Context: an optimization exercise on an open-source flow, tuned for small area and a short achievable clock period. The choices shown serve that exercise and are no tape-out recipe.
Function was not checked in any run shown here: the RTL went through the layout flow alone.
Power is estimated from default activity; no workload was simulated.

==> flow/design.v (outline; a module is shown in full before it is edited, if it fits) <==
// module fa: 10 lines
// module ha: 9 lines
// module benc: 13 lines
// module benc0: 12 lines
// module bpp: 10 lines
// module mac32: 628 lines
// module alu: 60 lines
// module alu_top: 32 lines
module alu_top(
    input                 clk,
    input        [31 : 0] A,
    input        [31 : 0] B,
    input        [3  : 0] aluop,
    output logic [31 : 0] alures,
    output logic          ZF,
    output logic          OF
);
  // ...
==> flow/run.sh <==
#!/bin/bash
# synth_recipe.tcl (not shown) runs the flow's synth.tcl, then flattens the netlist and writes it again
# the make line also repeats each setting of config.mk as NAME=value (left out here)
make -C /OpenROAD-flow-scripts/flow DESIGN_CONFIG=/design/flow/config.mk WORK_HOME=/design/flow/orfs CLKGATE_MAP_FILE= SYNTH_SCRIPT=/design/flow/synth_recipe.tcl finish
==> flow/config.mk <==
export PLATFORM = sky130hd
export DESIGN_NAME = alu_top
export DESIGN_NICKNAME = alu_top
export VERILOG_FILES = /design/flow/design.v
export SDC_FILE = /design/flow/constraint.sdc
export NUM_CORES = 4
export LEC_CHECK = 0
export CAP_MARGIN = 20
export CORE_MARGIN = 2
export CORE_UTILIZATION = 40
export SLEW_MARGIN = 20
export SYNTH_HIERARCHICAL = 1
==> flow/constraint.sdc <==
create_clock -name core_clock -period 15.0 [get_ports {clk}]
set_input_delay 3.0000 -clock core_clock [delete_from_list [all_inputs] [get_ports {clk}]]
set_output_delay 3.0000 -clock core_clock [all_outputs]
set_load 0.01 [all_outputs]
==> results.json, run 1 <==
{
  "status": "finished clean",
  "synth_compound_area_frac": 0.270,
  "track_usage": 0.304,
  "syn_avg_cell_area_sq_um": 9.87,
  "clock_buffers": 10,
  "ys_seq_elements": 102,
  "hp-start": "B_r[31]",
  "pg_clk_uw": 259,
  "reg2regPathDepth": 25,
  "clk_pin_slew_worst_paths_ns": 0.09,
  "core.rowCount": 89,
  "max_freq_ghz": 0.108,
  "core_area_sq_um": 59200,
  "inv_count": 156,
  "cap_violations": 0,
  "post-route-drc-count": 0,
  "worstMarginPinSlew_ns": 1.20,
  "ios": 103,
  "postRouteAntennaNets": 0,
  "cp.arrival_ns": 9.58,
  "reg_top3": "A_r x32, B_r x32, alures x32",
  "slowest_stage": "dfxtp_1",
  "met3_length_mm": 9.54,
  "p_leak_nw": 9.91,
  "crit_type": "register to register",
  "hold_viol": 0,
  "synthAdderAreaFrac": 0.283,
  "p_sw_frac": 0.558,
  "seqCellArea_sq_um": 2070,
  "layout_commonest_cell": "xnor2_1",
  "nets": 2926,
  "via_per_inst": 6.44,
  "top_usage_layer": "met2",
  "routed_wl_mm": 95.6,
  "postCtsSetupRepairBufs": 0,
  "cts_hold_buf": 0
}
==> run 2: changes to the inputs <==
==> flow/flow/run.sh (new file) <==
#!/bin/bash
# The standard layout (the standard.sh, standard synthesis unchanged), with the
# timing repair after CTS and global routing aiming for a larger setup margin.
set -euo pipefail
bash standard.sh SETUP_SLACK_MARGIN=9 finish > flow.log 2>&1
==> flow/standard.sh (new file) <==
#!/bin/bash
# synth_recipe.tcl (not shown) runs the flow's synth.tcl, then flattens the netlist and writes it again
# the make line also repeats each setting of config.mk as NAME=value (left out here)
make -C /OpenROAD-flow-scripts/flow DESIGN_CONFIG=/design/flow/config.mk WORK_HOME=/design/flow/orfs CLKGATE_MAP_FILE= SYNTH_SCRIPT=/design/flow/synth_recipe.tcl "${@:-finish}"
removed: flow/run.sh
==> results.json, run 2 <==
{
  "status": "finished clean",
  "worstMarginPinSlew_ns": 1.03,
  "reg_top3": "A_r x32, B_r x32, alures x32",
  "reg2regPathDepth": 28,
  "tritoncts": "done",
  "crit_type": "register to register",
  "drt-initial-drc-count": 2862,
  "core_area_sq_um": 59200,
  "clock-root-buffer": "clkbuf_16",
  "synthesis.instances": 2439,
  "start_util": 0.406,
  "dieHeight_um": 249,
  "ios": 103,
  "ys_seq_elements": 102,
  "r2r_start": "aluop_r[2]",
  "final_cells": 3395,
  "grt-ovfl-total": 0,
  "synth_top_cell_by_area": "fa_1",
  "cp_max_fo": 7,
  "track_usage": 0.327,
  "holdPathEnd": "alures[22]",
  "ys_warn_count": 8,
  "syn_avg_cell_area_sq_um": 9.87,
  "peakVddDrop_mv": 0.349,
  "path_delay_family": "adder cells",
  "synth_cell_type_count": 97,
  "placed_cell_area_sq_um": 26000,
  "p_int_mw": 2.84,
  "period_share": 0.458,
  "drive_above_1_share": 0.339,
  "setup_violations": 0,
  "relSlewSlack": 0.315,
  "seqCellArea_sq_um": 2070,
  "power_switching_mw": 3.02,
  "worstPathRequired_ns": 15.33,
  "seq_area_frac_synth": 0.0848,
  "clkPwrFrac": 0.050,
  "cp.arrival_ns": 7.20,
  "drv_slew": 0,
  "period_needed_ns": 6.87,
  "hold_depth": 2,
  "yosysMostFrequentCell": "xnor2_1",
  "timing.critical_path.buf_inv": 6,
  "setup_tns_ns": 0,
  "cts_buffers": 9,
  "end_kind": "register",
  "worst_skew_pair.late_latency_ns": 0.43,
  "vias": 22100,
  "clk_pin_slew_worst_paths_ns": 0.09,
  "mostFrequentLayoutCells": "xnor2_1, a22oi_2, fa_1, buf_4, inv_1",
  "die_area_sq_um": 62200,
  "multiInputGateArea_sq_um": 22000,
  "layout_commonest_cell": "xnor2_1",
  "grt_pass1_wl_mm": 151,
  "gp_congestion": 0.994,
  "path_common_cell": "fa_2",
  "slowest_delay_ns": 0.59,
  "synthArstFlopShare": 0,
  "synth_common_cells": "xnor2_1, a22oi_2, fa_1, ha_1, inv_1",
  "hold_path_class": "register to register",
  "cts.path.max_buffers": 2,
  "finClkSkew_ns": 0.0385,
  "seqPwrFrac": 0.065,
  "antenna_found_initial": 2,
  "worstSetupPathDepth": 28,
  "n_fill_cell": 5339,
  "cap_violations": 0,
  "p_sw_frac": 0.516,
  "cts_hold_buf": 0,
  "synth_top_area_frac": 0.201,
  "post-route-drc-count": 0,
  "routed_wl_mm": 105,
  "drt_first_pass_iters": 6,
  "via_per_inst": 6.51,
  "fp.dieW_um": 249,
  "io_buffers": 102,
  "p_leak_nw": 11.3,
  "rsz0062_at_grt": "true",
  "core.rowCount": 89,
  "fin_area_sq_um": 29400,
  "grt_pass1_vias": 21700,
  "hold_viol": 0,
  "dpl.hpwl_mm": 71.4,
  "antenna_cells": 0,
  "postRouteAntennaNets": 0,
  "ys.flop_type": "dfxtp_1",
  "clock-sinks": 102,
  "ys_top_cells_by_area": "fa_1, a22oi_2, xnor2_1",
  "cts_htree_levels": 3,
  "synth_area_sq_um": 24100,
  "area_growth_pct": 22.0,
  "reg2reg_to": "OF",
  "r2r_setup_slack_ns": 8.13,
  "place_inst": 3223,
  "cellPowerDensity_nw_per_um2": 199,
  "p_comb_frac": 0.885,
  "post_drt_wl_per_cell_um": 31.0,
  "startpoint_type": "register",
  "synth_edf_count": 0,
  "hp-start": "aluop_r[3]",
  "grt_max_degree": 82,
  "nets": 3085,
  "max_freq_ghz": 0.146,
  "slowest_stage": "fa_2"
}
[run 2: routing by layer]
metal,part of all wire,up-vias,global-route usage
met5,0.00012,-,0
met4,0.049,2,0.137
met3,0.097,269,0.0506
met2,0.44,1431,0.496
met1,0.41,11200,0.461
li1,-,9180,-
[run 2: worst reg2reg max path, delay by kind of cell, from the launching register on]
| kind | cells | cell delay [ns] |
|---|---|---|
| adder cells (fa/ha/maj) | 6 | 2.79 |
| buffers and inverters | 6 | 0.83 |
| AO/OA/AOI/OAI | 7 | 1.47 |
| XOR/XNOR | 1 | 0.19 |
| flip-flops | 1 | 0.36 |
| AND/OR/NAND/NOR | 8 | 1.16 |
[run 2: stage by stage]
stage	util	worst slack (ns)	hold WS, ns	power [mW]
after floorplan	-	7.45	0.643	3.06
after global placement	0.439	6.08	0.826	3.94
after detailed placement	0.439	5.92	0.828	3.97
after CTS	0.481	8.25	0.791	5.20
after global routing	0.496	7.90	0.820	6.10
final	0.496	8.13	0.789	5.86
[run 2: power by group through the flow]
stage | logic (mW) | registers [mW] | clock network, mW
finish | 5.19 | 0.381 | 0.293
global route | 5.41 | 0.386 | 0.309
CTS | 4.52 | 0.381 | 0.302
detailed placement | 3.58 | 0.389 | 0
global placement | 3.55 | 0.387 | 0
floorplan | 2.65 | 0.410 | 0
[run 2: area by class of cell]
cell class,count,area share
multi-input combinational,2022,0.749
timing repair buffer,326,0.115
sequential,102,0.0705
tap,773,0.0329
inverter,156,0.0216
clock buffer,10,0.00852
clock inverter,6,0.00285
[run 2: how the worst max path moves through the flow]
stage | endpoint | startpoint | slack, ns
detailed placement | alures[0] | aluop_r[3] | 5.92
global route | alures[0] | aluop_r[2] | 7.90
finish | OF | aluop_r[2] | 8.13
global placement | alures[0] | aluop_r[3] | 6.08
CTS | OF | aluop_r[1] | 8.25
floorplan | alures[30] | aluop_r[2] | 7.45
[run 2: repair_timing]
item                                    4_1_cts  5_1_grt
buffers inserted                             91       51
gates cloned                                 12        2
gates resized for setup                     221       88
endpoints found under the setup margin       31       22
pin swaps                                   143       69
[run 2: cells by family after synthesis]
family                     Yosys count  synth area share
and+or+nand+nor                    389            0.0834
other                                1          0.000156
xor gates and xnor gates           377             0.137
AOI/OAI and AO/OA                  714             0.270
buffers and inverters              331            0.0706
adders and majority gates          399             0.283
DFF                                102            0.0848
muxes                              126            0.0713
[run 2: Yosys stat by module, one instance, submodules excluded]
module / area, sq um / flip-flops and latches
ha: 12.5 / 0
fa: 20.0 / 0
benc: 38.8 / 0
bpp: 21.3 / 0
benc0: 21.3 / 0
alu: 9440 / 0
alu_top: 2040 / 102
mac32: 995 / 0

re-timing with driven ports:
Ports are ideal in the flow. The routed layouts listed here were re-timed in OpenROAD.
Step 1 (the two cells are an assumption about what drives the block):
set clk [get_ports {clk}]
set_driving_cell -lib_cell sky130_fd_sc_hd__clkbuf_16 $clk
set_driving_cell -lib_cell sky130_fd_sc_hd__buf_2 [delete_from_list [all_inputs] $clk]
Step 2 also shifts input and output timing later by t, the mid clock arrival at the registers, as if the neighbouring blocks saw the same clock.
Slacks: ideal ports / drivers / drivers and shift; pairs: ideal ports / drivers.
run	t, ns	slack for setup (ns)	clock arrival spread, ns	worst data-port slew with drivers (ns)
run 1	0.462	5.736 / 5.736 / 5.736	0.047 / 0.047	0.05
run 2	0.471	8.129 / 8.129 / 8.129	0.039 / 0.039	0.06
After both steps every run listed still meets setup and hold.
